Source: an optimization exercise on an open RTL-to-GDS flow (aim: small area, a short achievable clock period and few clock cycles). Production flows keep margins and buffers that such runs may drop.
At most, simulation tests tie the RTL to the original design; equivalence was not proved.
The RTL of run 1 was laid out without a check of its function.
Power is estimated from default activity; no workload was simulated.

## flow/design.v (module list and top-level ports; edited modules follow where they fit)
// module MulTree: 691 lines
// module RegisterFile: 48 lines
// module One_Core_CPU_Mips_Top: 228 lines
module One_Core_CPU_Mips_Top(Clk, Reset, PCAddDisplay, WriteDataDisplay,
                             IMemAddr, IMemData,
                             DMemAddr, DMemWriteData, DMemByteEnable, DMemWrite, DMemReadData);
  // ...
==> flow/flow/run.sh <==
#!/bin/bash
set -o pipefail
bash standard.sh SETUP_SLACK_MARGIN=7 \
  "CTS_ARGS=-sink_clustering_enable -repair_clock_nets -dont_use_dummy_load" \
  finish > standard_flow.log 2>&1
==> flow/standard.sh <==
#!/bin/bash
# synth_recipe.tcl (not shown) runs the flow's synth.tcl, then flattens the netlist and writes it again
# the make line also repeats each setting of config.mk as NAME=value (left out here)
make -C /OpenROAD-flow-scripts/flow DESIGN_CONFIG=/design/flow/config.mk WORK_HOME=/design/flow/orfs CLKGATE_MAP_FILE= SYNTH_SCRIPT=/design/flow/synth_recipe.tcl "${@:-finish}"
==> flow/config.mk <==
export PLATFORM = sky130hd
export DESIGN_NAME = One_Core_CPU_Mips_Top
export DESIGN_NICKNAME = One_Core_CPU_Mips_Top
export VERILOG_FILES = /design/flow/design.v
export SDC_FILE = /design/flow/constraint.sdc
export NUM_CORES = 4
export LEC_CHECK = 0
export CAP_MARGIN = 20
export CORE_MARGIN = 2
export CORE_UTILIZATION = 60
export SLEW_MARGIN = 20
==> flow/constraint.sdc <==
create_clock -name core_clock -period 11.0 [get_ports {Clk}]
set_input_delay 2.2000 -clock core_clock [delete_from_list [all_inputs] [get_ports {Clk}]]
set_output_delay 2.2000 -clock core_clock [all_outputs]
set_load 0.01 [all_outputs]
==> flow_summary.json, run 1 <==
{
  "yosys-top-cells-count": "996 x a22oi_1, 993 x edfxtp_1, 602 x clkbuf_1",
  "syn_nets": 8274,
  "synth-simple-area-share_pct": 8.65,
  "synth_edf_count": 993,
  "busiest_layer": "met2",
  "synthesis.instances": 7832,
  "placed_area_sq_um": 84700,
  "stop_stage": "global routing (5_1_grt)",
  "synth_xor_area_share_pct": 2.75,
  "start_util_pct": 60.4,
  "ys_ff_latch": 1350,
  "rows": 134,
  "netlist.top_cell.by_area": "edfxtp_1",
  "ctsResizeCount": 1422,
  "place_hpwl_um": 251000,
  "cts_setup_buffers": 441,
  "yosys.area_share.adder_pct": 7.63,
  "use_met2_pct": 86.9,
  "ioPinCount": 187,
  "place_inst": 9287,
  "status": "stopped before the end",
  "firstError": "[ERROR GRT-0232] Routing congestion too high. Check the congestion heatmap in the GUI.",
  "netlist_area_sq_um": 80600,
  "synth.most_common_cell": "a22oi_1",
  "grt_use_met1_pct": 74.3,
  "synth_ff_type": "edfxtp_1",
  "htree_levels": 4,
  "clk_path_buf_depth": 3,
  "grt_usage_pct": 71.4,
  "pre_cts_ws_ns": 5.02,
  "port_buffers": 186,
  "die_h_um": 371,
  "synth_mux_area_share_pct": 3.88,
  "grtUsageMet3_pct": 55.6,
  "clockRootBuffer": "clkbuf_16",
  "place.gp.congestion": 1.11,
  "overflow": 1,
  "hold_buffers": 0,
  "seq_area_frac_synth_pct": 46.5,
  "synthArstFlopShare_pct": 7.63
}
==> module One_Core_CPU_Mips_Top, before the edit <==
module One_Core_CPU_Mips_Top(Clk, Reset, PCAddDisplay, WriteDataDisplay,
                             IMemAddr, IMemData,
                             DMemAddr, DMemWriteData, DMemByteEnable, DMemWrite, DMemReadData);
    input Clk, Reset;
    output [31:0] PCAddDisplay;
    output [31:0] WriteDataDisplay;
    output [9:0]  IMemAddr;
    input  [31:0] IMemData;
    output [9:0]  DMemAddr;
    output [31:0] DMemWriteData;
    output [3:0]  DMemByteEnable;
    output        DMemWrite;
    input  [31:0] DMemReadData;
    reg  [31:0] pc;
    wire [31:0] pc4 = pc + 32'd4;
    assign IMemAddr = pc[11:2];
    wire        if_jump    = (IMemData[31:27] == 5'b00001);           
    wire [31:0] if_jtarget = {pc4[31:28], IMemData[25:0], 2'b00};
    wire [5:0] f_op = IMemData[31:26];
    wire [5:0] f_fn = IMemData[5:0];
    wire f_r      = (f_op == 6'h00);
    wire f_jr     = f_r & (f_fn == 6'h08);
    wire f_shift  = f_r & ((f_fn == 6'h00) | (f_fn == 6'h02)) & (IMemData[25:21] == 5'd0);
    wire f_ralu   = f_r & ~f_jr & ~f_shift;
    wire f_mul    = (f_op == 6'h1c);
    wire f_br     = (f_op == 6'h04) | (f_op == 6'h05) | (f_op == 6'h06) | (f_op == 6'h07) | (f_op == 6'h01);
    wire f_immalu = (f_op == 6'h08) | (f_op == 6'h0a) | (f_op == 6'h0c) | (f_op == 6'h0d) | (f_op == 6'h0e);
    wire f_load   = (f_op == 6'h23) | (f_op == 6'h21) | (f_op == 6'h20);
    wire f_store  = (f_op == 6'h2b) | (f_op == 6'h29) | (f_op == 6'h28);
    wire f_jal    = (f_op == 6'h03);
    wire f_uses_rs = f_ralu | f_mul | f_br | f_jr | f_immalu | f_load | f_store;
    wire f_uses_rt = f_ralu | f_mul | f_shift | (f_op == 6'h04) | (f_op == 6'h05) | f_store;
    wire [4:0] f_dest = f_jal ? 5'd31 : (f_immalu | f_load) ? IMemData[20:16] : IMemData[15:11];
    wire f_wr = (f_ralu | f_shift | f_mul | f_immalu | f_load | f_jal) & (f_dest != 5'd0);
    reg         d_valid;
    reg         d_uses_rs, d_uses_rt, d_needs_id, d_wrp;
    reg  [4:0]  d_destp;
    reg  [31:0] d_instr;
    reg  [3:0]  d_rs_hi, d_rt_hi;      
    reg  [7:0]  d_rs_lo, d_rt_lo;
    wire [5:0]  d_op    = d_instr[31:26];
    wire [4:0]  d_rs    = d_instr[25:21];
    wire [4:0]  d_rt    = d_instr[20:16];
    wire [4:0]  d_rdf   = d_instr[15:11];
    wire [5:0]  d_funct = d_instr[5:0];
    wire [15:0] d_imm   = d_instr[15:0];
    wire op_r    = (d_op == 6'h00);
    wire op_mul  = (d_op == 6'h1c);
    wire op_beq  = (d_op == 6'h04);
    wire op_bne  = (d_op == 6'h05);
    wire op_blez = (d_op == 6'h06);
    wire op_bgtz = (d_op == 6'h07);
    wire op_regi = (d_op == 6'h01);
    wire op_jal  = (d_op == 6'h03);
    wire op_addi = (d_op == 6'h08);
    wire op_slti = (d_op == 6'h0a);
    wire op_andi = (d_op == 6'h0c);
    wire op_ori  = (d_op == 6'h0d);
    wire op_xori = (d_op == 6'h0e);
    wire op_lw   = (d_op == 6'h23);
    wire op_lh   = (d_op == 6'h21);
    wire op_lb   = (d_op == 6'h20);
    wire op_sw   = (d_op == 6'h2b);
    wire op_sh   = (d_op == 6'h29);
    wire op_sb   = (d_op == 6'h28);
    wire is_jr    = op_r & (d_funct == 6'h08);
    wire is_shift = op_r & ((d_funct == 6'h00) | (d_funct == 6'h02)) & (d_rs == 5'd0);
    wire is_ralu  = op_r & ~is_jr & ~is_shift;
    wire is_branch = op_beq | op_bne | op_blez | op_bgtz | op_regi;
    wire is_immalu = op_addi | op_slti | op_andi | op_ori | op_xori;
    wire is_load  = op_lw | op_lh | op_lb;
    wire is_store = op_sw | op_sh | op_sb;
    wire uses_rs = d_uses_rs;
    wire uses_rt = d_uses_rt;
    wire [4:0] d_dest = d_destp;
    wire d_wr = d_valid & d_wrp;
    reg         e_wr, e_load, e_store, e_mul;
    reg  [4:0]  e_rd;
    reg  [31:0] e_a, e_b;
    reg  [15:0] e_imm;
    reg         e_fa, e_fb, e_useimm, e_sext;
    reg         e_add, e_sub, e_slt, e_and, e_or, e_xor, e_nor, e_sll, e_srl, e_pass;
    reg  [1:0]  e_width;
    reg         m_wr, m_load, m_store, m_mul;
    reg  [4:0]  m_rd;
    reg  [31:0] m_res, m_c1, m_c2, m_c3, m_sdata;
    reg  [1:0]  m_width;
    wire e_late = e_load | e_mul;
    wire m_late = m_load | m_mul;
    wire hit_e_rs = uses_rs & e_wr & (e_rd == d_rs);
    wire hit_e_rt = uses_rt & e_wr & (e_rd == d_rt);
    wire m_is_rs  = m_wr & (m_rd == d_rs);
    wire m_is_rt  = m_wr & (m_rd == d_rt);
    wire needs_id = d_needs_id;
    wire stall = d_valid & (((hit_e_rs | hit_e_rt) & (needs_id | e_late)) |
                            (((m_is_rs & uses_rs) | (m_is_rt & uses_rt)) & needs_id & m_late));
    wire [31:0] m_wdata;
    wire [31:0] rf_rs, rf_rt;
    RegisterFile RegisterFile_1(.Clk(Clk), .Reset(Reset),
                                .ra_hi(d_rs_hi), .ra_lo(d_rs_lo), .rb_hi(d_rt_hi), .rb_lo(d_rt_lo),
                                .we(m_wr), .wa(m_rd), .wd(m_wdata),
                                .qa(rf_rs), .qb(rf_rt), .r2(PCAddDisplay), .r3(WriteDataDisplay));
    wire [31:0] byp_rs = m_is_rs ? m_wdata : rf_rs;    
    wire [31:0] byp_rt = m_is_rt ? m_wdata : rf_rt;
    wire [31:0] cmp_rs = m_is_rs ? m_res : rf_rs;      
    wire [31:0] cmp_rt = m_is_rt ? m_res : rf_rt;
    wire eq   = (cmp_rs == cmp_rt);
    wire ltz  = cmp_rs[31];
    wire zero = (cmp_rs == 32'd0);
    wire cond = (op_beq & eq) | (op_bne & ~eq) | (op_blez & (ltz | zero)) |
                (op_bgtz & ~ltz & ~zero) |
                (op_regi & (d_rt == 5'd0) & ltz) | (op_regi & (d_rt == 5'd1) & ~ltz);
    wire redirect = d_valid & ~stall & (cond | is_jr);
    wire [31:0] br_target = pc + {{14{d_imm[15]}}, d_imm, 2'b00};
    wire [31:0] jal_link  = {pc[31:28], d_instr[25:0], 2'b00};
    wire [31:0] target = is_jr ? cmp_rs : br_target;
    always @(posedge Clk or posedge Reset) begin
        if (Reset) begin
            pc      <= 32'd0;
            d_valid <= 1'b0;
        end else begin
            if (redirect)      pc <= target;
            else if (!stall)   pc <= if_jump ? if_jtarget : pc4;
            if (redirect)      d_valid <= 1'b0;
            else if (!stall)   d_valid <= 1'b1;
        end
    end
    always @(posedge Clk) begin
        if (!stall) begin
            d_instr <= f_jal ? {IMemData[31:26], pc4[27:2]} : IMemData;
            d_uses_rs  <= f_uses_rs;
            d_uses_rt  <= f_uses_rt;
            d_needs_id <= f_br | f_jr;
            d_wrp      <= f_wr;
            d_destp    <= f_dest;
            d_rs_hi <= 4'b0001 << IMemData[25:24];
            d_rs_lo <= 8'b00000001 << IMemData[23:21];
            d_rt_hi <= 4'b0001 << IMemData[20:19];
            d_rt_lo <= 8'b00000001 << IMemData[18:16];
        end
    end
    wire go = ~stall;
    always @(posedge Clk or posedge Reset) begin
        if (Reset) begin
            e_wr <= 1'b0; e_load <= 1'b0; e_store <= 1'b0; e_mul <= 1'b0;
        end else begin
            e_wr    <= d_wr & go;
            e_load  <= d_valid & is_load & go;
            e_store <= d_valid & is_store & go;
            e_mul   <= d_valid & op_mul & go;
        end
    end
    always @(posedge Clk) begin
        e_rd    <= d_dest;
        e_a     <= op_jal ? jal_link : byp_rs;
        e_b     <= byp_rt;
        e_imm   <= d_imm;
        e_fa    <= hit_e_rs;
        e_fb    <= hit_e_rt;
        e_useimm <= is_immalu | is_load | is_store;
        e_sext  <= ~(op_andi | op_ori | op_xori);
        e_add   <= (is_ralu & (d_funct == 6'h20)) | op_addi | is_load | is_store;
        e_sub   <= is_ralu & (d_funct == 6'h22);
        e_slt   <= (is_ralu & (d_funct == 6'h2a)) | op_slti;
        e_and   <= (is_ralu & (d_funct == 6'h24)) | op_andi;
        e_or    <= (is_ralu & (d_funct == 6'h25)) | op_ori;
        e_xor   <= (is_ralu & (d_funct == 6'h26)) | op_xori;
        e_nor   <= is_ralu & (d_funct == 6'h27);
        e_sll   <= is_shift & (d_funct == 6'h00);
        e_srl   <= is_shift & (d_funct == 6'h02);
        e_pass  <= op_jal;
        e_width <= (op_lh | op_sh) ? 2'd1 : (op_lb | op_sb) ? 2'd2 : 2'd0;
    end
    wire [31:0] ex_a = e_fa ? m_res : e_a;
    wire [31:0] ex_b = e_fb ? m_res : e_b;
    wire [31:0] immx = {e_sext ? {16{e_imm[15]}} : 16'h0000, e_imm};
    wire [31:0] opb  = e_useimm ? immx : ex_b;
    wire        inv  = e_sub | e_slt;
    wire [31:0] sum  = ex_a + (opb ^ {32{inv}}) + {31'd0, inv};
    wire        lt   = (ex_a[31] ^ opb[31]) ? ex_a[31] : sum[31];
    wire [4:0]  shamt = e_imm[10:6];
    wire [31:0] alu =
        ({32{e_add | e_sub}} & sum) |
        ({32{e_slt}} & {31'd0, lt}) |
        ({32{e_and}} & (ex_a & opb)) |
        ({32{e_or}}  & (ex_a | opb)) |
        ({32{e_xor}} & (ex_a ^ opb)) |
        ({32{e_nor}} & ~(ex_a | opb)) |
        ({32{e_sll}} & (ex_b << shamt)) |
        ({32{e_srl}} & (ex_b >> shamt)) |
        ({32{e_pass}} & ex_a);
    wire [31:0] mr0, mr1, mr2, mr3;
    MulTree MulTree_1(.a(ex_a), .b(ex_b), .r0(mr0), .r1(mr1), .r2(mr2), .r3(mr3));
    always @(posedge Clk or posedge Reset) begin
        if (Reset) begin
            m_wr <= 1'b0; m_load <= 1'b0; m_store <= 1'b0; m_mul <= 1'b0;
        end else begin
            m_wr <= e_wr; m_load <= e_load; m_store <= e_store; m_mul <= e_mul;
        end
    end
    always @(posedge Clk) begin
        m_rd    <= e_rd;
        m_res   <= e_mul ? mr0 : alu;
        m_c1    <= mr1;
        m_c2    <= mr2;
        m_c3    <= mr3;
        m_sdata <= ex_b;
        m_width <= e_width;
    end
    wire [1:0] ab = m_res[1:0];
    assign DMemAddr  = m_res[11:2];
    assign DMemWrite = m_store;
    assign DMemByteEnable = (m_width == 2'd0) ? 4'b1111 :
                            (m_width == 2'd1) ? (ab[1] ? 4'b1100 : 4'b0011) :
                            (4'b0001 << ab);
    assign DMemWriteData  = (m_width == 2'd0) ? m_sdata :
                            (m_width == 2'd1) ? {2{m_sdata[15:0]}} : {4{m_sdata[7:0]}};
    wire [15:0] lhalf = ab[1] ? DMemReadData[31:16] : DMemReadData[15:0];
    wire [7:0]  lbyte = ab[0] ? lhalf[15:8] : lhalf[7:0];
    wire [31:0] ldata = (m_width == 2'd0) ? DMemReadData :
                        (m_width == 2'd1) ? {{16{lhalf[15]}}, lhalf} : {{24{lbyte[7]}}, lbyte};
    wire [31:0] cs1_s = m_res ^ m_c1 ^ m_c2;
    wire [31:0] cs1_c = {(m_res[30:0] & m_c1[30:0]) | (m_res[30:0] & m_c2[30:0]) | (m_c1[30:0] & m_c2[30:0]), 1'b0};
    wire [31:0] cs2_s = cs1_s ^ cs1_c ^ m_c3;
    wire [31:0] cs2_c = {(cs1_s[30:0] & cs1_c[30:0]) | (cs1_s[30:0] & m_c3[30:0]) | (cs1_c[30:0] & m_c3[30:0]), 1'b0};
    wire [31:0] mprod = cs2_s + cs2_c;
    assign m_wdata = m_load ? ldata : m_mul ? mprod : m_res;
endmodule
==> run 2: changes to the inputs <==
--- a/flow/design.v
+++ b/flow/design.v
@@ -770,4 +770,5 @@
     wire f_store  = (f_op == 6'h2b) | (f_op == 6'h29) | (f_op == 6'h28);
     wire f_jal    = (f_op == 6'h03);
+    wire f_ret    = f_jr & (IMemData[25:21] == 5'd31);     
     wire f_uses_rs = f_ralu | f_mul | f_br | f_jr | f_immalu | f_load | f_store;
     wire f_uses_rt = f_ralu | f_mul | f_shift | (f_op == 6'h04) | (f_op == 6'h05) | f_store;
@@ -775,4 +776,7 @@
     wire f_wr = (f_ralu | f_shift | f_mul | f_immalu | f_load | f_jal) & (f_dest != 5'd0);
     reg         d_valid;
+    reg         d_pred;            
+    reg  [31:0] ras;               
+    reg         ras_v;
     reg         d_uses_rs, d_uses_rt, d_needs_id, d_wrp;
     reg  [4:0]  d_destp;
@@ -820,5 +824,5 @@
     reg  [31:0] e_a, e_b;
     reg  [15:0] e_imm;
-    reg         e_fa, e_fb, e_useimm, e_sext;
+    reg         e_fa, e_fb, e_wa, e_wb, e_useimm, e_sext;
     reg         e_add, e_sub, e_slt, e_and, e_or, e_xor, e_nor, e_sll, e_srl, e_pass;
     reg  [1:0]  e_width;
@@ -826,4 +830,7 @@
     reg  [4:0]  m_rd;
     reg  [31:0] m_res, m_c1, m_c2, m_c3, m_sdata;
+    reg         w_wr;
+    reg  [4:0]  w_rd;
+    reg  [31:0] w_data;
     reg  [1:0]  m_width;
     wire e_late = e_load | e_mul;
@@ -833,4 +840,6 @@
     wire m_is_rs  = m_wr & (m_rd == d_rs);
     wire m_is_rt  = m_wr & (m_rd == d_rt);
+    wire w_is_rs  = w_wr & (w_rd == d_rs);
+    wire w_is_rt  = w_wr & (w_rd == d_rt);
     wire needs_id = d_needs_id;
     wire stall = d_valid & (((hit_e_rs | hit_e_rt) & (needs_id | e_late)) |
@@ -840,10 +849,10 @@
     RegisterFile RegisterFile_1(.Clk(Clk), .Reset(Reset),
                                 .ra_hi(d_rs_hi), .ra_lo(d_rs_lo), .rb_hi(d_rt_hi), .rb_lo(d_rt_lo),
-                                .we(m_wr), .wa(m_rd), .wd(m_wdata),
+                                .we(w_wr), .wa(w_rd), .wd(w_data),
                                 .qa(rf_rs), .qb(rf_rt), .r2(PCAddDisplay), .r3(WriteDataDisplay));
-    wire [31:0] byp_rs = m_is_rs ? m_wdata : rf_rs;    
-    wire [31:0] byp_rt = m_is_rt ? m_wdata : rf_rt;
-    wire [31:0] cmp_rs = m_is_rs ? m_res : rf_rs;      
-    wire [31:0] cmp_rt = m_is_rt ? m_res : rf_rt;
+    wire [31:0] byp_rs = w_is_rs ? w_data : rf_rs;     
+    wire [31:0] byp_rt = w_is_rt ? w_data : rf_rt;
+    wire [31:0] cmp_rs = m_is_rs ? m_res : byp_rs;     
+    wire [31:0] cmp_rt = m_is_rt ? m_res : byp_rt;
     wire eq   = (cmp_rs == cmp_rt);
     wire ltz  = cmp_rs[31];
@@ -852,5 +861,6 @@
                 (op_bgtz & ~ltz & ~zero) |
                 (op_regi & (d_rt == 5'd0) & ltz) | (op_regi & (d_rt == 5'd1) & ~ltz);
-    wire redirect = d_valid & ~stall & (cond | is_jr);
+    wire jr_ok    = d_pred & (cmp_rs == pc);     
+    wire redirect = d_valid & ~stall & (cond | (is_jr & ~jr_ok));
     wire [31:0] br_target = pc + {{14{d_imm[15]}}, d_imm, 2'b00};
     wire [31:0] jal_link  = {pc[31:28], d_instr[25:0], 2'b00};
@@ -860,13 +870,17 @@
             pc      <= 32'd0;
             d_valid <= 1'b0;
+            ras_v   <= 1'b0;
         end else begin
             if (redirect)      pc <= target;
-            else if (!stall)   pc <= if_jump ? if_jtarget : pc4;
+            else if (!stall)   pc <= if_jump ? if_jtarget : (f_ret & ras_v) ? ras : pc4;
             if (redirect)      d_valid <= 1'b0;
             else if (!stall)   d_valid <= 1'b1;
+            if (!redirect && !stall && f_jal) ras_v <= 1'b1;
         end
     end
     always @(posedge Clk) begin
+        if (!redirect && !stall && f_jal) ras <= pc4;
         if (!stall) begin
+            d_pred  <= f_ret & ras_v;
             d_instr <= f_jal ? {IMemData[31:26], pc4[27:2]} : IMemData;
             d_uses_rs  <= f_uses_rs;
@@ -899,4 +913,6 @@
         e_fa    <= hit_e_rs;
         e_fb    <= hit_e_rt;
+        e_wa    <= m_is_rs & uses_rs;
+        e_wb    <= m_is_rt & uses_rt;
         e_useimm <= is_immalu | is_load | is_store;
         e_sext  <= ~(op_andi | op_ori | op_xori);
@@ -913,6 +929,6 @@
         e_width <= (op_lh | op_sh) ? 2'd1 : (op_lb | op_sb) ? 2'd2 : 2'd0;
     end
-    wire [31:0] ex_a = e_fa ? m_res : e_a;
-    wire [31:0] ex_b = e_fb ? m_res : e_b;
+    wire [31:0] ex_a = e_fa ? m_res : e_wa ? w_data : e_a;
+    wire [31:0] ex_b = e_fb ? m_res : e_wb ? w_data : e_b;
     wire [31:0] immx = {e_sext ? {16{e_imm[15]}} : 16'h0000, e_imm};
     wire [31:0] opb  = e_useimm ? immx : ex_b;
@@ -961,9 +977,20 @@
     wire [31:0] ldata = (m_width == 2'd0) ? DMemReadData :
                         (m_width == 2'd1) ? {{16{lhalf[15]}}, lhalf} : {{24{lbyte[7]}}, lbyte};
-    wire [31:0] cs1_s = m_res ^ m_c1 ^ m_c2;
-    wire [31:0] cs1_c = {(m_res[30:0] & m_c1[30:0]) | (m_res[30:0] & m_c2[30:0]) | (m_c1[30:0] & m_c2[30:0]), 1'b0};
-    wire [31:0] cs2_s = cs1_s ^ cs1_c ^ m_c3;
-    wire [31:0] cs2_c = {(cs1_s[30:0] & cs1_c[30:0]) | (cs1_s[30:0] & m_c3[30:0]) | (cs1_c[30:0] & m_c3[30:0]), 1'b0};
-    wire [31:0] mprod = cs2_s + cs2_c;
+    wire [31:0] csa_s, csa_c, csb_s, csb_c;
+    CSA32 CSA_a(.x(m_res), .y(m_c1),  .z(m_c2), .s(csa_s), .c(csa_c));
+    CSA32 CSA_b(.x(csa_s), .y(csa_c), .z(m_c3), .s(csb_s), .c(csb_c));
+    wire [31:0] mprod = csb_s + csb_c;
     assign m_wdata = m_load ? ldata : m_mul ? mprod : m_res;
+    always @(posedge Clk or posedge Reset) begin
+        if (Reset) w_wr <= 1'b0;
+        else       w_wr <= m_wr;
+    end
+    always @(posedge Clk) begin
+        w_rd   <= m_rd;
+        w_data <= m_wdata;
+    end
+endmodule
+module CSA32(input wire [31:0] x, y, z, output wire [31:0] s, c);
+    assign s = x ^ y ^ z;
+    assign c = {(x[30:0] & y[30:0]) | (x[30:0] & z[30:0]) | (y[30:0] & z[30:0]), 1'b0};
 endmodule
==> flow/flow/run.sh (replaced) <==
#!/bin/bash
set -o pipefail
bash standard.sh SETUP_SLACK_MARGIN=6.6 \
  "CTS_ARGS=-sink_clustering_enable -repair_clock_nets -dont_use_dummy_load -buf_list sky130_fd_sc_hd__clkbuf_8 -root_buf sky130_fd_sc_hd__clkbuf_16" \
  finish > standard_flow.log 2>&1
--- a/flow/config.mk
+++ b/flow/config.mk
@@ -8,4 +8,4 @@
 export CAP_MARGIN = 20
 export CORE_MARGIN = 2
-export CORE_UTILIZATION = 60
+export CORE_UTILIZATION = 50
 export SLEW_MARGIN = 20
==> run 2 against run 1 <==
Against the previous run: now clean on timing, DRC and antenna; synthesized area up 5.8%; synthesized cell count up 3.0%.
==> flow_summary.json, run 2 <==
{
  "tns_ns": 0,
  "synth_xor_area_share_pct": 2.98,
  "synthArstFlopShare_pct": 7.50,
  "start_util_pct": 50.4,
  "dr.first_iter.drc_count": 15432,
  "synth-simple-area-share_pct": 6.80,
  "coreArea_sq_um": 169000,
  "finish.utilization_pct": 60.0,
  "rr_worst_depth": 18,
  "clk-insertion-delay-late_ns": 0.92,
  "die_h_um": 417,
  "hold_start": "d_destp[3]",
  "internal-power_w": 0.0121,
  "fin_cells": 10600,
  "layout_commonest_cell": "edfxtp_1",
  "layout_common_cells": "1,026 x edfxtp_1, 941 x a22oi_1, 431 x a21oi_1, 420 x buf_4, 408 x o21ai_0",
  "vias_per_cell": 7.80,
  "synth_top_family_by_area": "compound AO/OA/AOI/OAI gates",
  "seq_area_frac_synth_pct": 46.2,
  "synth.most_common_cell": "edfxtp_1",
  "place.gp.congestion": 1.05,
  "antenna_found_initial": 30,
  "p_clk_share_pct": 18.3,
  "cts_made_buffers": 238,
  "cp_slowest_stage_delay_ns": 0.67,
  "clk_pin_slew_worst_paths_ns": 0.06,
  "finalHoldViolations": 0,
  "period_share_pct": 48.8,
  "power_switching_w": 0.00941,
  "grt_pass1_vias": 77084,
  "drc": 0,
  "crit_type": "reg2reg",
  "grt_pass1_wl_um": 594000,
  "largest_register_ffs": 992,
  "required_ns": 11.49,
  "wire_per_inst_um": 41.5,
  "grt_max_degree": 102,
  "p_sw_share_pct": 43.8,
  "ys_ff_latch": 1426,
  "ioPinCount": 187,
  "regMostFlops": "RegisterFile_1.R.q",
  "cts.sinks": 1426,
  "dr.pass1.iters": 14,
  "hp-class": "reg2reg",
  "power.total_w": 0.0215,
  "yosys-top-cells-count": "1,026 x edfxtp_1, 954 x a22oi_1, 593 x clkbuf_1",
  "netlist.top_cell.by_area": "edfxtp_1",
  "max_freq_mhz": 186,
  "slew_headroom_pct": 16.7,
  "clk_path_buf_depth": 3,
  "htree_levels": 4,
  "fill_cells": 13752,
  "p_leak_nw": 35.2,
  "hold_depth": 0,
  "synth_mux_area_share_pct": 4.68,
  "crit_start": "d_rs_lo[0]",
  "hold_end": "e_rd[3]",
  "syn_nets": 8511,
  "place_hpwl_um": 256000,
  "cp.arrival_ns": 5.86,
  "rsz0062_at_grt": "yes",
  "cp-start-kind": "flop",
  "overflow": 0,
  "comb_power_share_pct": 50.1,
  "setup_viol": 0,
  "clockRootBuffer": "clkbuf_16",
  "drive_gt1_share_pct": 20.1,
  "synth_ff_type": "edfxtp_1",
  "place_inst": 9907,
  "p_per_area_nw_per_um2": 212,
  "detail-route-antenna-nets": 0,
  "critical_path.endpoint_type": "flop",
  "critPathSlowestCell": "or4_4",
  "yosys.area_share.adder_pct": 7.22,
  "crit_chain": "buf_12, a22oi_1, a41oi_2, or4_4, mux2_4, o221a_1, o22ai_2, nand4_1, nor4_4, a22o_1, a211oi_2, buf_4, o21ai_4, buf_12, and2_4, buf_6, nor2b_4, buf_6",
  "synth_edf_count": 1026,
  "synth_top_area_share_pct": 36.1,
  "ir_drop_mv": 0.272,
  "finalNetCount": 8804,
  "die_area_sq_um": 174000,
  "hold_buffers": 0,
  "worst_pin_slew_ns": 1.24,
  "wl_um": 440000,
  "port_buffers": 186,
  "grt_usage_pct": 48.1,
  "syn_avg_cell_area_sq_um": 10.6,
  "yosysUniqueCellTypes": 96,
  "vias": 82696,
  "reg2reg_to": "ras[18]",
  "critical_path.max_fanout": 96,
  "p_seq_share_pct": 31.6,
  "cts_tree": "built",
  "status": "finished clean",
  "synth_compound_area_share_pct": 26.7,
  "min_period_ns": 5.37,
  "finClkSkew_ns": 0.215,
  "yosys_warnings": 2,
  "rows": 151,
  "ys_top_cells_by_area": "edfxtp_1 36%, a22oi_1 8.4%, dfxtp_1 6.9%",
  "chipWidth_um": 417,
  "r2r_start": "d_rs_lo[0]",
  "syn2layout_area_growth_pct": 19.1,
  "drv_slew": 0,
  "netlist_area_sq_um": 85200,
  "synthesis.instances": 8069,
  "max_cap_viol_count": 0,
  "rrSetupSlack_ns": 5.63
}
## run 2: cell count changes after synthesis, moves of 82 or more
cell / change
a21oi_1: -82
nand4_1: -157
o21ai_0: -91
nand3_1: -143
a41oi_1: +158
a221oi_1: +124
## run 2: critical path, delay by kind of cell, from the launching register on
kind                   cells  cell delay, ns
AO/OA/AOI/OAI              7            1.50
multiplexers               1            0.35
flip-flops                 1            0.43
buffers and inverters      5            0.83
AND/OR/NAND/NOR            5            1.58
## run 2: metal layers
layer	up-vias	global-route usage, %	wire length, um
met5	-	1.17	330
met4	20	39.6	48500
met3	2463	16.4	64800
met2	8116	69.4	180000
met1	39925	58.2	146000
li1	32172	-	-
## run 2: timing repair
action                                  CTS  global route
hold endpoints to repair                  0             0
buffers inserted                        251           109
pin swaps                               135           139
endpoints found under the setup margin  231           170
gates cloned                             50            22
resized for setup                       752           336
## run 2: worst max path at each step
stage                      to  slack [ns]  cells after the start
floorplan           m_res[30]        6.35                     16
global route          ras[12]        5.75                     18
CTS                   ras[25]        5.85                     19
detailed placement  m_res[31]        3.87                     21
finish                ras[18]        5.63                     18
global placement       ras[2]        3.92                     15
## run 2: kinds of logic (layout without fill, tap and decap cells)
kind of cell	Yosys count	count (layout)
AOI/OAI and AO/OA	3206	3206
xor gates and xnor gates	290	290
adders and majority gates	376	376
buffers and inverters	1145	1428
DFF	1426	1426
muxes	368	368
other	0	22
and+or+nand+nor	1258	1266
## run 2: cell type report
class / count / area [sq um] / area share (%)
multi-input combinational: 5506 / 44600 / 43.9
sequential: 1426 / 39500 / 38.9
timing repair buffer: 872 / 9990 / 9.83
clock buffer: 238 / 3290 / 3.24
tap: 2218 / 2780 / 2.73
inverter: 313 / 1400 / 1.38
antenna: 22 / 55.1 / 0.0542
timing repair inverter: 5 / 33.8 / 0.0333
## run 2: power by group through the flow
| stage | Combinational, W | Clock (W) | Sequential, W |
|---|---|---|---|
| global placement | 0.00839 | 0 | 0.00688 |
| CTS | 0.00958 | 0.00392 | 0.00676 |
| finish | 0.0108 | 0.00393 | 0.00680 |
| global route | 0.0111 | 0.00413 | 0.00680 |
| floorplan | 0.00514 | 0 | 0.00667 |
| detailed placement | 0.00846 | 0 | 0.00689 |
## run 2: stage by stage
stage	hold WS [ns]	setup slack [ns]	area (sq um)
final	0.338	5.63	102000
after floorplan	0.310	6.35	85600
after global routing	0.338	5.75	102000
after global placement	0.327	3.92	89000
after CTS	0.337	5.85	98800
after detailed placement	0.331	3.87	89000
Testbench counts of run 2, summed over its fixed seeds: cycles 77,796.
==> run 3: changes to the inputs <==
--- a/flow/design.v
+++ b/flow/design.v
@@ -770,13 +770,10 @@
     wire f_store  = (f_op == 6'h2b) | (f_op == 6'h29) | (f_op == 6'h28);
     wire f_jal    = (f_op == 6'h03);
-    wire f_ret    = f_jr & (IMemData[25:21] == 5'd31);     
     wire f_uses_rs = f_ralu | f_mul | f_br | f_jr | f_immalu | f_load | f_store;
     wire f_uses_rt = f_ralu | f_mul | f_shift | (f_op == 6'h04) | (f_op == 6'h05) | f_store;
     wire [4:0] f_dest = f_jal ? 5'd31 : (f_immalu | f_load) ? IMemData[20:16] : IMemData[15:11];
-    wire f_wr = (f_ralu | f_shift | f_mul | f_immalu | f_load | f_jal) & (f_dest != 5'd0);
+    wire f_wr = ((f_ralu | f_shift | f_mul) & (IMemData[15:11] != 5'd0)) |
+                ((f_immalu | f_load) & (IMemData[20:16] != 5'd0)) | f_jal;
     reg         d_valid;
-    reg         d_pred;            
-    reg  [31:0] ras;               
-    reg         ras_v;
     reg         d_uses_rs, d_uses_rt, d_needs_id, d_wrp;
     reg  [4:0]  d_destp;
@@ -824,5 +821,6 @@
     reg  [31:0] e_a, e_b;
     reg  [15:0] e_imm;
-    reg         e_fa, e_fb, e_wa, e_wb, e_useimm, e_sext;
+    reg         e_fb, e_wb, e_immhi;
+    reg         e_am, e_aw, e_ar, e_bm, e_bw, e_bi, e_br;      
     reg         e_add, e_sub, e_slt, e_and, e_or, e_xor, e_nor, e_sll, e_srl, e_pass;
     reg  [1:0]  e_width;
@@ -830,4 +828,5 @@
     reg  [4:0]  m_rd;
     reg  [31:0] m_res, m_c1, m_c2, m_c3, m_sdata;
+    reg  [3:0]  m_be;
     reg         w_wr;
     reg  [4:0]  w_rd;
@@ -861,6 +860,5 @@
                 (op_bgtz & ~ltz & ~zero) |
                 (op_regi & (d_rt == 5'd0) & ltz) | (op_regi & (d_rt == 5'd1) & ~ltz);
-    wire jr_ok    = d_pred & (cmp_rs == pc);     
-    wire redirect = d_valid & ~stall & (cond | (is_jr & ~jr_ok));
+    wire redirect = d_valid & ~stall & (cond | is_jr);
     wire [31:0] br_target = pc + {{14{d_imm[15]}}, d_imm, 2'b00};
     wire [31:0] jal_link  = {pc[31:28], d_instr[25:0], 2'b00};
@@ -870,17 +868,13 @@
             pc      <= 32'd0;
             d_valid <= 1'b0;
-            ras_v   <= 1'b0;
         end else begin
             if (redirect)      pc <= target;
-            else if (!stall)   pc <= if_jump ? if_jtarget : (f_ret & ras_v) ? ras : pc4;
+            else if (!stall)   pc <= if_jump ? if_jtarget : pc4;
             if (redirect)      d_valid <= 1'b0;
             else if (!stall)   d_valid <= 1'b1;
-            if (!redirect && !stall && f_jal) ras_v <= 1'b1;
         end
     end
     always @(posedge Clk) begin
-        if (!redirect && !stall && f_jal) ras <= pc4;
         if (!stall) begin
-            d_pred  <= f_ret & ras_v;
             d_instr <= f_jal ? {IMemData[31:26], pc4[27:2]} : IMemData;
             d_uses_rs  <= f_uses_rs;
@@ -896,4 +890,5 @@
     end
     wire go = ~stall;
+    wire d_useimm = is_immalu | is_load | is_store;
     always @(posedge Clk or posedge Reset) begin
         if (Reset) begin
@@ -911,10 +906,14 @@
         e_b     <= byp_rt;
         e_imm   <= d_imm;
-        e_fa    <= hit_e_rs;
         e_fb    <= hit_e_rt;
-        e_wa    <= m_is_rs & uses_rs;
         e_wb    <= m_is_rt & uses_rt;
-        e_useimm <= is_immalu | is_load | is_store;
-        e_sext  <= ~(op_andi | op_ori | op_xori);
+        e_am    <= hit_e_rs;
+        e_aw    <= ~hit_e_rs & m_is_rs & uses_rs;
+        e_ar    <= ~hit_e_rs & ~(m_is_rs & uses_rs);
+        e_bi    <= d_useimm;
+        e_bm    <= ~d_useimm & hit_e_rt;
+        e_bw    <= ~d_useimm & ~hit_e_rt & m_is_rt & uses_rt;
+        e_br    <= ~d_useimm & ~hit_e_rt & ~(m_is_rt & uses_rt);
+        e_immhi <= ~(op_andi | op_ori | op_xori) & d_imm[15];
         e_add   <= (is_ralu & (d_funct == 6'h20)) | op_addi | is_load | is_store;
         e_sub   <= is_ralu & (d_funct == 6'h22);
@@ -929,8 +928,9 @@
         e_width <= (op_lh | op_sh) ? 2'd1 : (op_lb | op_sb) ? 2'd2 : 2'd0;
     end
-    wire [31:0] ex_a = e_fa ? m_res : e_wa ? w_data : e_a;
-    wire [31:0] ex_b = e_fb ? m_res : e_wb ? w_data : e_b;
-    wire [31:0] immx = {e_sext ? {16{e_imm[15]}} : 16'h0000, e_imm};
-    wire [31:0] opb  = e_useimm ? immx : ex_b;
+    wire [31:0] ex_a = ({32{e_am}} & m_res) | ({32{e_aw}} & w_data) | ({32{e_ar}} & e_a);
+    wire [31:0] ex_b = e_fb ? m_res : e_wb ? w_data : e_b;          
+    wire [31:0] immx = {{16{e_immhi}}, e_imm};
+    wire [31:0] opb  = ({32{e_bm}} & m_res) | ({32{e_bw}} & w_data) |
+                       ({32{e_bi}} & immx)  | ({32{e_br}} & e_b);
     wire        inv  = e_sub | e_slt;
     wire [31:0] sum  = ex_a + (opb ^ {32{inv}}) + {31'd0, inv};
@@ -962,5 +962,9 @@
         m_c2    <= mr2;
         m_c3    <= mr3;
-        m_sdata <= ex_b;
+        m_sdata <= (e_width == 2'd0) ? ex_b :
+                   (e_width == 2'd1) ? {2{ex_b[15:0]}} : {4{ex_b[7:0]}};
+        m_be    <= (e_width == 2'd0) ? 4'b1111 :
+                   (e_width == 2'd1) ? (sum[1] ? 4'b1100 : 4'b0011) :
+                   (4'b0001 << sum[1:0]);
         m_width <= e_width;
     end
@@ -968,9 +972,6 @@
     assign DMemAddr  = m_res[11:2];
     assign DMemWrite = m_store;
-    assign DMemByteEnable = (m_width == 2'd0) ? 4'b1111 :
-                            (m_width == 2'd1) ? (ab[1] ? 4'b1100 : 4'b0011) :
-                            (4'b0001 << ab);
-    assign DMemWriteData  = (m_width == 2'd0) ? m_sdata :
-                            (m_width == 2'd1) ? {2{m_sdata[15:0]}} : {4{m_sdata[7:0]}};
+    assign DMemByteEnable = m_be;
+    assign DMemWriteData  = m_sdata;
     wire [15:0] lhalf = ab[1] ? DMemReadData[31:16] : DMemReadData[15:0];
     wire [7:0]  lbyte = ab[0] ? lhalf[15:8] : lhalf[7:0];
==> flow/flow/run.sh (replaced) <==
#!/bin/bash
set -o pipefail
bash standard.sh SETUP_SLACK_MARGIN=7 TNS_END_PERCENT=10 \
  "CTS_ARGS=-sink_clustering_enable -repair_clock_nets -dont_use_dummy_load -buf_list sky130_fd_sc_hd__clkbuf_8 -root_buf sky130_fd_sc_hd__clkbuf_16" \
  "BUFFER_PORTS_ARGS=-buffer_cell sky130_fd_sc_hd__buf_2" \
  finish > standard_flow.log 2>&1
==> run 3 against run 2 <==
Against the previous run: hold slack worse by 0.0012 ns; cell count is 0.69% lower; utilization is 0.12 points higher; clock skew is 0.026 ns lower; fmax is 8.7% higher; die area is 2.0% lower; sequential power is 3% lower; flip-flop and latch count is 27 lower.
==> flow_summary.json, run 3 <==
{
  "timing.hold.ws_ns": 0.337,
  "die_area_sq_um": 170000,
  "netlist.top_cell.by_area": "edfxtp_1",
  "cp_slowest_stage_delay_ns": 0.61,
  "grt_pass1_wl_um": 600000,
  "seq_area_frac_synth_pct": 46.1,
  "chipWidth_um": 413,
  "max_freq_mhz": 202,
  "clk-insertion-delay-late_ns": 0.93,
  "layout_commonest_cell": "edfxtp_1",
  "p_per_area_nw_per_um2": 215,
  "grt_usage_pct": 50.3,
  "synthesis.instances": 8016,
  "vias_per_cell": 7.93,
  "overflow": 0,
  "critical_path.max_fanout": 47,
  "rsz0062_at_grt": "yes",
  "ys_top_cells_by_area": "edfxtp_1 36%, a22oi_1 8.9%, dfxtp_1 7.2%",
  "p_leak_nw": 35.0,
  "dr.first_iter.drc_count": 18005,
  "dr.pass1.iters": 11,
  "fill_cells": 13495,
  "drc": 0,
  "status": "finished clean",
  "synth_edf_count": 993,
  "period_share_pct": 44.9,
  "grt_max_degree": 97,
  "die_h_um": 413,
  "finalHoldViolations": 0,
  "layout_common_cells": "993 x edfxtp_1, 962 x a22oi_1, 481 x a21oi_1, 477 x o21ai_0, 465 x nand2_1",
  "detail-route-antenna-nets": 0,
  "max_cap_viol_count": 0,
  "required_ns": 11.64,
  "wire_per_inst_um": 43.7,
  "cts.sinks": 1399,
  "regMostFlops": "RegisterFile_1.R.q",
  "drv_slew": 0,
  "cts_made_buffers": 227,
  "htree_levels": 4,
  "netlist_area_sq_um": 83500,
  "clockRootBuffer": "clkbuf_16",
  "antenna_found_initial": 28,
  "yosys-top-cells-count": "993 x edfxtp_1, 992 x a22oi_1, 541 x clkbuf_1",
  "yosysUniqueCellTypes": 89,
  "syn_nets": 8458,
  "ioPinCount": 187,
  "finClkSkew_ns": 0.189,
  "tns_ns": 0,
  "finalNetCount": 8752,
  "syn_avg_cell_area_sq_um": 10.4,
  "wl_um": 460000,
  "port_buffers": 186,
  "syn2layout_area_growth_pct": 19.0,
  "synth_ff_type": "edfxtp_1",
  "synth.most_common_cell": "edfxtp_1",
  "clk_path_buf_depth": 3,
  "ir_drop_mv": 0.297,
  "multi_input_area_sq_um": 43500,
  "hp-class": "reg2reg",
  "place.gp.congestion": 1.04,
  "worst_pin_slew_ns": 1.37,
  "place_hpwl_um": 256000,
  "start_util_pct": 50.5,
  "ys_ff_latch": 1399,
  "synth_top_area_share_pct": 35.7,
  "vias": 83502,
  "slew_headroom_pct": 8.43,
  "largest_register_ffs": 992,
  "crit_type": "reg2reg",
  "min_period_ns": 4.94,
  "rows": 149,
  "drive_gt1_share_pct": 21.0,
  "cp.arrival_ns": 5.59,
  "seq_area_sq_um": 38600,
  "hold_buffers": 0,
  "cp-start-kind": "flop",
  "synthArstFlopShare_pct": 7.43,
  "critPathSlowestCell": "or4_4",
  "critical_path.endpoint_type": "flop",
  "yosys_warnings": 2,
  "grt_pass1_vias": 75796,
  "clk_pin_slew_worst_paths_ns": 0.06,
  "crit_chain": "buf_4, buf_12, clkbuf_16, a22oi_1, a41oi_1, or4_4, mux2i_4, a221oi_1, o221ai_1, nand4_1, or4_4, o41ai_4, buf_4, o21bai_4, buf_12, clkbuf_16, o2111ai_2, o311ai_2",
  "coreArea_sq_um": 165000,
  "cts_tree": "built",
  "setup_viol": 0
}
==> run 3: changes by cell type after synthesis, sizes merged, moves of 48 or more <==
cell / change
nor2: -62
o22ai: +61
nand2: +91
mux2i: -72
buf: +48
o21ai: +77
inv: -48
a221oi: -120
==> run 3: metal layers <==
layer / GRT usage [%] / up-vias / part of all wire (%)
met1: 60.2 / 39892 / 33
met2: 70.3 / 8786 / 39
met5: 0.113 / - / 0.050
li1: - / 32027 / -
met4: 42.3 / 16 / 12
met3: 20.7 / 2781 / 17
==> run 3: power breakdown <==
| group | switching, W | internal, W | total (W) |
|---|---|---|---|
| clock | 0.00200 | 0.00181 | 0.00381 |
| sequential | 0.000449 | 0.00615 | 0.00660 |
| combinational | 0.00711 | 0.00389 | 0.0110 |
| total | 0.00956 | 0.0119 | 0.0214 |
==> run 3: cells by family after synthesis <==
logic type / synth area share [%]
AOI/OAI and AO/OA: 27.5
xor gates and xnor gates: 2.76
adders and majority gates: 7.38
buffers and inverters: 5.49
DFF: 46.1
muxes: 3.91
and+or+nand+nor: 6.93
==> run 3: worst max-delay path, delay by kind of cell (launching register included) <==
family / cells / cell delay (ns)
buffers and inverters: 6 / 1.23
muxes: 1 / 0.22
DFF: 1 / 0.39
and+or+nand+nor: 3 / 1.45
AOI/OAI and AO/OA: 8 / 1.31
==> run 3: area by class of cell <==
cell class / count / share of cell area [%]
inverter: 266 / 1.19
timing repair buffer: 884 / 10.2
tap: 2189 / 2.76
clock buffer: 227 / 3.15
timing repair inverter: 5 / 0.0466
sequential: 1399 / 38.8
antenna: 30 / 0.0755
multi-input combinational: 5527 / 43.7
==> run 3: final timing paths <==
path	depth (start not counted)	endpoint	slack, ns	start
worst min-delay path	0	e_rd[2]	0.34	d_destp[2]
min in group asynchronous	2	pc[7]	1.35	Reset
max in group asynchronous	3	RegisterFile_1.R[2].q[28]	8.29	Reset
worst max-delay path	18	pc[5]	6.06	d_rs_lo[7]
worst max register to register	18	pc[5]	6.06	d_rs_lo[7]
worst min register to register	0	e_rd[2]	0.34	d_destp[2]
==> run 3: stage by stage <==
step	utilization (%)	total power [W]	instance area, sq um	std cells	worst slack (ns)
floorplan	-	0.0117	83900	8016	6.35
global placement	52.1	0.0155	86200	9814	4.91
detailed placement	52.1	0.0155	86200	9814	4.92
CTS	57.3	0.0198	94800	10259	6.21
global route	60.1	0.0218	99400	10502	6.01
finish	60.1	0.0214	99400	10527	6.06
==> run 3: what timing repair did <==
item / 4_1_cts / 5_1_grt
gates cloned: 67 / 50
resized for setup: 524 / 415
endpoints found under the setup margin: 194 / 194
buffers inserted: 151 / 188
pin swaps: 54 / 174
endpoints found under the hold margin: 0 / 0
Testbench counts of run 3, summed over its fixed seeds: cycles 79,147.
==> run 4: changes to the inputs <==
--- a/flow/design.v
+++ b/flow/design.v
@@ -860,8 +860,12 @@
                 (op_bgtz & ~ltz & ~zero) |
                 (op_regi & (d_rt == 5'd0) & ltz) | (op_regi & (d_rt == 5'd1) & ~ltz);
-    wire redirect = d_valid & ~stall & (cond | is_jr);
+    wire id_go    = d_valid & ~stall;
+    wire br_take  = id_go & cond;                  
+    wire jr_take  = id_go & is_jr;
+    wire redirect = br_take | jr_take;
     wire [31:0] br_target = pc + {{14{d_imm[15]}}, d_imm, 2'b00};
     wire [31:0] jal_link  = {pc[31:28], d_instr[25:0], 2'b00};
-    wire [31:0] target = is_jr ? cmp_rs : br_target;
+    wire [31:0] pc_alt = jr_take ? cmp_rs : stall ? pc : if_jump ? if_jtarget : pc4;
+    wire [31:0] pc_nxt = br_take ? br_target : pc_alt;
     always @(posedge Clk or posedge Reset) begin
         if (Reset) begin
@@ -869,6 +873,5 @@
             d_valid <= 1'b0;
         end else begin
-            if (redirect)      pc <= target;
-            else if (!stall)   pc <= if_jump ? if_jtarget : pc4;
+            pc <= pc_nxt;
             if (redirect)      d_valid <= 1'b0;
             else if (!stall)   d_valid <= 1'b1;
==> run 4 against run 3 <==
Against the previous run: final area fell by 3.7%; critical path depth is 2 lower; via count fell by 4.4%; hold slack improved by 0.0040 ns; count of clock-buffer cells in the layout increased by 6; wire length is 5.6% lower; largest power group unchanged; power fell by 6.9%; still clean; largest cell class unchanged; worst setup slack lost 0.20 ns.
==> flow_summary.json, run 4 <==
{
  "finalHoldViolations": 0,
  "cp.arrival_ns": 5.82,
  "synthesis.instances": 8028,
  "r2r_start": "d_rs_lo[0]",
  "cts_made_buffers": 233,
  "htree_levels": 4,
  "vias": 79830,
  "busiest_layer": "met2",
  "coreArea_sq_um": 167000,
  "synth_top_area_share_pct": 35.5,
  "slew_headroom_pct": 23.8,
  "hold_buffers": 0,
  "crit_start": "d_rs_lo[0]",
  "vias_per_cell": 7.72,
  "regMostFlops": "RegisterFile_1.R.q",
  "required_ns": 11.68,
  "dr.first_iter.drc_count": 14836,
  "ir_drop_mv": 0.290,
  "netlist_area_sq_um": 84000,
  "min_period_ns": 5.14,
  "synth.most_common_cell": "a22oi_1",
  "hp-class": "reg2reg",
  "syn2layout_area_growth_pct": 14.0,
  "rrSetupSlack_ns": 5.86,
  "dr.pass1.iters": 10,
  "endpoint": "pc[16]",
  "start_util_pct": 50.3,
  "rsz0062_at_grt": "yes",
  "drive_gt1_share_pct": 17.5,
  "ys_ff_latch": 1399,
  "place.gp.congestion": 1.06,
  "period_share_pct": 46.7,
  "p_leak_nw": 33.8,
  "port_buffers": 186,
  "die_area_sq_um": 171000,
  "clk-insertion-delay-late_ns": 0.91,
  "reg2reg_to": "pc[16]",
  "cts.sinks": 1399,
  "max_cap_viol_count": 0,
  "grt_pass1_wl_um": 577000,
  "grtUsageMet3_pct": 18.4,
  "drc": 0,
  "antenna_found_initial": 27,
  "die_h_um": 414,
  "clk_path_buf_depth": 3,
  "synth_edf_count": 993,
  "chipWidth_um": 414,
  "layout_commonest_cell": "a22oi_1",
  "finClkSkew_ns": 0.176,
  "grt_pass1_vias": 73401,
  "syn_nets": 8470,
  "p_per_area_nw_per_um2": 208,
  "yosys-top-cells-count": "1,033 x a22oi_1, 993 x edfxtp_1, 538 x a21oi_1",
  "syn_avg_cell_area_sq_um": 10.5,
  "critical_path.endpoint_type": "flop",
  "crit_type": "reg2reg",
  "clk_pin_slew_worst_paths_ns": 0.06,
  "grt_usage_pct": 48.2,
  "clockRootBuffer": "clkbuf_16",
  "seq_area_frac_synth_pct": 45.8,
  "synthArstFlopShare_pct": 7.43,
  "yosysUniqueCellTypes": 95,
  "critPathSlowestCell": "or4_4",
  "finalNetCount": 8575,
  "drv_slew": 0,
  "cp_slowest_stage_delay_ns": 0.62,
  "ioPinCount": 187,
  "synth_ff_type": "edfxtp_1",
  "critical_path.max_fanout": 33,
  "cts_tree": "built",
  "wl_um": 434000,
  "netlist.top_cell.by_area": "edfxtp_1",
  "max_freq_mhz": 194,
  "layout_common_cells": "1,024 x a22oi_1, 993 x edfxtp_1, 520 x a21oi_1, 452 x nand2_1, 452 x o21ai_0",
  "use_met2_pct": 68.7,
  "worst_pin_slew_ns": 1.14,
  "detail-route-antenna-nets": 0,
  "place_hpwl_um": 257000,
  "cp-start-kind": "flop",
  "status": "finished clean",
  "wire_per_inst_um": 41.9,
  "tns_ns": 0,
  "yosys_warnings": 2,
  "overflow": 0,
  "crit_chain": "buf_6, buf_8, a22oi_1, a41oi_1, or4_4, mux2i_4, a221oi_1, o221ai_1, nand4_1, nor4_2, nand4b_1, mux2_4, a31o_4, clkbuf_16, mux2i_1, mux2_2",
  "rr_worst_depth": 16,
  "finish.utilization_pct": 57.3,
  "grt_max_degree": 97,
  "setup_viol": 0,
  "largest_register_ffs": 992,
  "grt_use_met1_pct": 58.0,
  "rows": 150,
  "ys_top_cells_by_area": "edfxtp_1 36%, a22oi_1 9.2%, dfxtp_1 7.2%"
}
-- run 4: cell types whose count changed after synthesis, moves of 21 or more --
| cell | previous run | this run |
|---|---|---|
| a21oi_1 | 501 | 538 |
| a221oi_1 | 95 | 121 |
| o21ai_0 | 505 | 467 |
| buf_2 | 151 | 127 |
| o221ai_1 | 203 | 181 |
| o22ai_1 | 223 | 186 |
| nand2_1 | 505 | 476 |
| buf_6 | 11 | 36 |
| a22oi_1 | 992 | 1033 |
| nor4_1 | 59 | 38 |
-- run 4: worst min path at each step --
| stage | cells past startpoint | endpoint | slack (ns) | start |
|---|---|---|---|---|
| 6_report | 0 | e_rd[1] | 0.34 | d_destp[1] |
| 5_1_grt | 0 | e_rd[3] | 0.36 | d_destp[3] |
| 3_5_place_dp | 0 | e_rd[1] | 0.33 | d_destp[1] |
| 4_1_cts | 0 | e_rd[1] | 0.34 | d_destp[1] |
| 3_3_place_gp | 0 | e_rd[3] | 0.32 | d_destp[3] |
| 2_1_floorplan | 0 | e_rd[0] | 0.32 | d_destp[0] |
-- run 4: cells by family (layout without fill, tap and decap cells) --
group	after synthesis	in the layout	share of synthesized area [%]
fa+ha+maj	383	383	7.41
mux	324	324	4.31
compound gates	3262	3265	26.9
xor+xnor	266	266	2.77
other cells	0	12	0
flops	1399	1399	45.8
simple gates	1306	1309	7.20
buf+inv	1088	1185	5.54
-- run 4: power by group --
group          switching (W)  leakage (nW)  internal, W
Clock                0.00203          1.68      0.00185
Sequential          0.000456          13.2      0.00615
Combinational        0.00600          18.9      0.00347
-- run 4: timing repair --
item / 4_1_cts / 5_1_grt
pin swaps: 43 / 74
endpoints found under the setup margin: 177 / 157
buffers inserted: 85 / 63
gates cloned: 42 / 29
gates resized for setup: 414 / 137
-- run 4: final cells by class --
type	instances	area [sq um]
Antenna cell	12	30.0
Clock buffer	233	3220
Fill cell	14150	71300
Inverter	267	1100
Multi-Input combinational cell	5547	42800
Sequential cell	1399	38600
Tap cell	2204	2760
Timing Repair Buffer	683	7160
Timing Repair inverter	2	10.0
-- run 4: through the flow --
step | std cells | setup WS, ns | cell area (sq um) | power [W] | hold slack, ns
2_1_floorplan | 8028 | 6.43 | 84500 | 0.0117 | 0.323
3_3_place_gp | 9881 | 4.25 | 86900 | 0.0146 | 0.325
3_5_place_dp | 9883 | 4.25 | 86900 | 0.0147 | 0.329
4_1_cts | 10243 | 6.01 | 93900 | 0.0189 | 0.341
5_1_grt | 10336 | 5.92 | 95700 | 0.0206 | 0.361
6_report | 10347 | 5.86 | 95700 | 0.0199 | 0.341
-- run 4: routing by layer --
layer | wire length, um | part of all wire [%] | vias to the layer above
met1 | 145000 | 33 | 38439
met2 | 176000 | 41 | 7626
met5 | 363 | 0.084 | -
met3 | 66100 | 15 | 2106
met4 | 46300 | 11 | 38
li1 | - | - | 31621
-- run 4: worst max-delay path: cells and delay by family (launching register included) --
| kind | cells | cell delay [ns] |
|---|---|---|
| simple gates | 4 | 1.53 |
| mux | 4 | 1.15 |
| compound gates | 5 | 1.02 |
| buf+inv | 3 | 0.71 |
| flops | 1 | 0.49 |
Testbench counts of run 4, summed over its fixed seeds: cycles 79,147.
==> run 5: changes to the inputs <==
--- a/flow/design.v
+++ b/flow/design.v
@@ -860,12 +860,8 @@
                 (op_bgtz & ~ltz & ~zero) |
                 (op_regi & (d_rt == 5'd0) & ltz) | (op_regi & (d_rt == 5'd1) & ~ltz);
-    wire id_go    = d_valid & ~stall;
-    wire br_take  = id_go & cond;                  
-    wire jr_take  = id_go & is_jr;
-    wire redirect = br_take | jr_take;
+    wire redirect = d_valid & ~stall & (cond | is_jr);
     wire [31:0] br_target = pc + {{14{d_imm[15]}}, d_imm, 2'b00};
     wire [31:0] jal_link  = {pc[31:28], d_instr[25:0], 2'b00};
-    wire [31:0] pc_alt = jr_take ? cmp_rs : stall ? pc : if_jump ? if_jtarget : pc4;
-    wire [31:0] pc_nxt = br_take ? br_target : pc_alt;
+    wire [31:0] target = is_jr ? cmp_rs : br_target;
     always @(posedge Clk or posedge Reset) begin
         if (Reset) begin
@@ -873,5 +869,6 @@
             d_valid <= 1'b0;
         end else begin
-            pc <= pc_nxt;
+            if (redirect)      pc <= target;
+            else if (!stall)   pc <= if_jump ? if_jtarget : pc4;
             if (redirect)      d_valid <= 1'b0;
             else if (!stall)   d_valid <= 1'b1;
==> flow/run.sh (new file) <==
#!/bin/bash
# synth_recipe.tcl (not shown) runs the flow's synth.tcl, then flattens the netlist and writes it again
# the make line also repeats each setting of config.mk as NAME=value (left out here)
make -C /OpenROAD-flow-scripts/flow DESIGN_CONFIG=/design/flow/config.mk WORK_HOME=/design/flow/orfs CLKGATE_MAP_FILE= SYNTH_SCRIPT=/design/flow/synth_recipe.tcl finish
--- a/flow/config.mk
+++ b/flow/config.mk
@@ -9,3 +9,6 @@
 export CORE_MARGIN = 2
 export CORE_UTILIZATION = 50
+export CTS_BUF_LIST = sky130_fd_sc_hd__clkbuf_8
+export SETUP_SLACK_MARGIN = 5
 export SLEW_MARGIN = 20
+export TNS_END_PERCENT = 10
removed: flow/flow/run.sh
removed: flow/standard.sh
==> run 5 against run 4 <==
Against the previous run: still clean; count of clock-buffer cells in the layout increased by 16; clock skew decreased by 0.046 ns; wire length decreased by 5.0%; final area decreased by 3.5%; synthesized cell count decreased by 0.15%; via count decreased by 2.1%; critical path type unchanged; largest power group unchanged.
==> flow_summary.json, run 5 <==
{
  "status": "finished clean",
  "r2r_start": "m_res[10]",
  "rrSetupSlack_ns": 4.91,
  "rr_worst_depth": 13,
  "place_inst": 9831,
  "syn_avg_cell_area_sq_um": 10.4,
  "worst_pin_slew_ns": 1.37,
  "slew_headroom_pct": 8.05,
  "synthArstFlopShare_pct": 7.43,
  "cp-start-kind": "flop",
  "critical_path.max_fanout": 21,
  "yosys_warnings": 2,
  "syn2layout_area_growth_pct": 10.6,
  "hp-class": "reg2reg",
  "setup_viol": 0,
  "ys_ff_latch": 1399,
  "dr.pass1.iters": 14,
  "cts_made_buffers": 232,
  "grt_usage_pct": 47.0,
  "htree_levels": 4,
  "vias_per_cell": 7.59,
  "finalHoldViolations": 0,
  "synth_top_area_share_pct": 35.7,
  "drive_gt1_share_pct": 10.5,
  "die_area_sq_um": 170000,
  "port_buffers": 186,
  "grt_pass1_wl_um": 566000,
  "max_freq_mhz": 164,
  "placed_area_sq_um": 87200,
  "start_util_pct": 50.5,
  "coreArea_sq_um": 165000,
  "cp.arrival_ns": 7.07,
  "synth_edf_count": 993,
  "cts_tree": "built",
  "syn_nets": 8458,
  "drv_slew": 0,
  "ioPinCount": 187,
  "place_hpwl_um": 260000,
  "ir_drop_mv": 0.256,
  "synthesis.instances": 8016,
  "fin_cells": 10292,
  "synth_xor_area_share_pct": 2.76,
  "ys_top_cells_by_area": "edfxtp_1 36%, a22oi_1 8.9%, dfxtp_1 7.2%",
  "crit_type": "reg2reg",
  "wl_um": 412000,
  "clk-insertion-delay-late_ns": 1.08,
  "finalNetCount": 8322,
  "netlist.top_cell.by_area": "edfxtp_1",
  "clk_path_buf_depth": 3,
  "synth_mux_area_share_pct": 3.91,
  "clockRootBuffer": "clkbuf_8",
  "max_cap_viol_count": 0,
  "required_ns": 11.98,
  "rows": 149,
  "synth_ff_type": "edfxtp_1",
  "clk_pin_slew_worst_paths_ns": 0.07,
  "wire_per_inst_um": 40.0,
  "overflow": 0,
  "tns_ns": 0,
  "power.total_w": 0.0210,
  "hold_start": "d_destp[4]",
  "seq_area_frac_synth_pct": 46.1,
  "synth_top_family_by_area": "compound AO/OA/AOI/OAI gates",
  "yosysUniqueCellTypes": 89,
  "synth.most_common_cell": "edfxtp_1",
  "yosys.area_share.adder_pct": 7.38,
  "hold_end": "e_rd[4]",
  "p_leak_nw": 32.0,
  "largest_register_ffs": 992,
  "final_area_sq_um": 92300,
  "critical_path.endpoint_type": "flop",
  "p_per_area_nw_per_um2": 227,
  "layout_commonest_cell": "edfxtp_1",
  "grt_pass1_vias": 72276,
  "place.gp.congestion": 1.05,
  "drc": 0,
  "die_h_um": 413,
  "period_share_pct": 55.4,
  "min_period_ns": 6.09,
  "dr.first_iter.drc_count": 15532,
  "yosys-top-cells-count": "993 x edfxtp_1, 992 x a22oi_1, 541 x clkbuf_1",
  "detail-route-antenna-nets": 0,
  "finClkSkew_ns": 0.130,
  "rsz0062_at_grt": "yes",
  "hold_depth": 0,
  "cts.sinks": 1399,
  "chipWidth_um": 413,
  "grt_max_degree": 118,
  "synth_compound_area_share_pct": 27.5,
  "fill_cells": 14286,
  "vias": 78150,
  "regMostFlops": "RegisterFile_1.R.q",
  "synth-simple-area-share_pct": 6.93,
  "reg2reg_to": "m_res[18]",
  "layout_common_cells": "993 x edfxtp_1, 992 x a22oi_1, 501 x o21ai_0, 500 x a21oi_1, 497 x nand2_1",
  "antenna_found_initial": 34,
  "netlist_area_sq_um": 83500
}
run 5: changes by cell type in the layout (fill, tap and decap cells not counted), sizes merged, moves of 37 or more:
cell / previous run / this run
buf: 631 / 276
clkdlybuf4s50: 0 / 186
clkinv: 14 / 108
inv: 245 / 321
a22oi: 1033 / 992
a21oi: 539 / 501
o22ai: 186 / 223
run 5: per-stage QoR:
step           setup WS (ns)  utilization, %  hold slack [ns]
3_3_place_gp            4.55            52.7            0.335
2_1_floorplan           5.69               -            0.323
5_1_grt                 4.97            55.8            0.364
3_5_place_dp            4.50            52.7            0.338
4_1_cts                 4.96            55.8            0.353
6_report                4.91            55.8            0.353
run 5: area by class of cell:
| type | instances | area [sq um] | area share, % |
|---|---|---|---|
| antenna | 19 | 47.5 | 0.0515 |
| clock buffer | 249 | 3430 | 3.71 |
| clock inverter | 189 | 1530 | 1.65 |
| inverter | 266 | 1010 | 1.09 |
| multi-input combinational | 5519 | 41000 | 44.3 |
| sequential | 1399 | 38500 | 41.7 |
| tap | 2189 | 2740 | 2.97 |
| timing repair buffer | 462 | 4170 | 4.51 |
run 5: worst max path at each step:
| stage | start | end | slack, ns | cells past startpoint |
|---|---|---|---|---|
| after global placement | d_rs_lo[2] | pc[3] | 4.55 | 16 |
| after detailed placement | d_rs_lo[2] | pc[3] | 4.50 | 16 |
| after CTS | d_instr[25] | pc[18] | 4.96 | 16 |
| after global routing | e_fb | m_res[31] | 4.97 | 20 |
| final | m_res[10] | m_res[18] | 4.91 | 13 |
| after floorplan | e_wb | m_res[31] | 5.69 | 23 |
run 5: kinds of logic after synthesis:
family	Yosys count
simple gates	1282
flops	1399
buf+inv	1099
mux	295
compound gates	3301
xor+xnor	263
fa+ha+maj	377
run 5: critical path, stage by stage (launching register included):
cell	delay, ns
dfxtp_1	0.87
buf_4	0.41
nand2_1	0.08
nand2_1	0.09
buf_4	0.33
clkinv_1	0.61
buf_4	0.48
a222oi_1	0.37
nor2_1	0.07
a221oi_1	0.54
ha_1	0.36
fa_1	0.48
fa_1	1.08
o22a_1	0.22
run 5: where the power goes:
part / internal (W) / leakage [nW] / switching (W)
combinational: 0.00319 / 16.1 / 0.00621
clock: 0.00262 / 2.75 / 0.00240
sequential: 0.00615 / 13.1 / 0.000412
total: 0.0120 / 32.0 / 0.00902
run 5: routing by layer:
layer | share of wire (%) | vias to the layer above | global-route usage (%)
li1 | - | 31259 | -
met1 | 35 | 37843 | 58.9
met2 | 41 | 7200 | 66.9
met3 | 15 | 1828 | 17.6
met4 | 8.6 | 20 | 32.3
met5 | 0.092 | - | 0.480
run 5: timing repair:
item | CTS | global route
hold buffers | 0 | 0
setup buffers | 0 | 3
gates resized for setup | 11 | 18
setup endpoints to repair | 32 | 43
cloned | 0 | 1
pin swaps | 0 | 3
Testbench counts of run 5, summed over its fixed seeds: cycles 79,147.

## static timing again, ports no longer ideal
The flow's constraints put no driver on any port. The routed layouts listed below were extracted and timed again, unchanged, in two steps.
Step 1 sets driving cells, clkbuf_16 on the clock port and buf_2 on the other inputs (assumed; they add their load-dependent delay and slew).
Step 2 also shifts input and output timing later by t, the mid clock arrival at the registers, as if the neighbouring blocks saw the same clock.
Slacks: no drivers / after step 1 / after step 2; pairs: no drivers / after step 1.
run	shift t [ns]	slack for setup (ns)	worst setup path after step 2	slew at the worst register clock pin (ns)
run 2	0.903	5.627 / 5.627 / 5.576	input to register	0.07 / 0.07
run 3	0.936	6.059 / 6.059 / 5.896	input to register	0.07 / 0.07
run 4	0.916	5.858 / 5.858 / 5.858	register to register	0.07 / 0.07
run 5	1.103	4.910 / 4.910 / 4.910	register to register	0.09 / 0.09
After both steps every run listed still meets setup and hold. For run 3, which loses most, drivers alone change the setup slack by 0.000 ns; drivers and shift together by -0.163 ns.
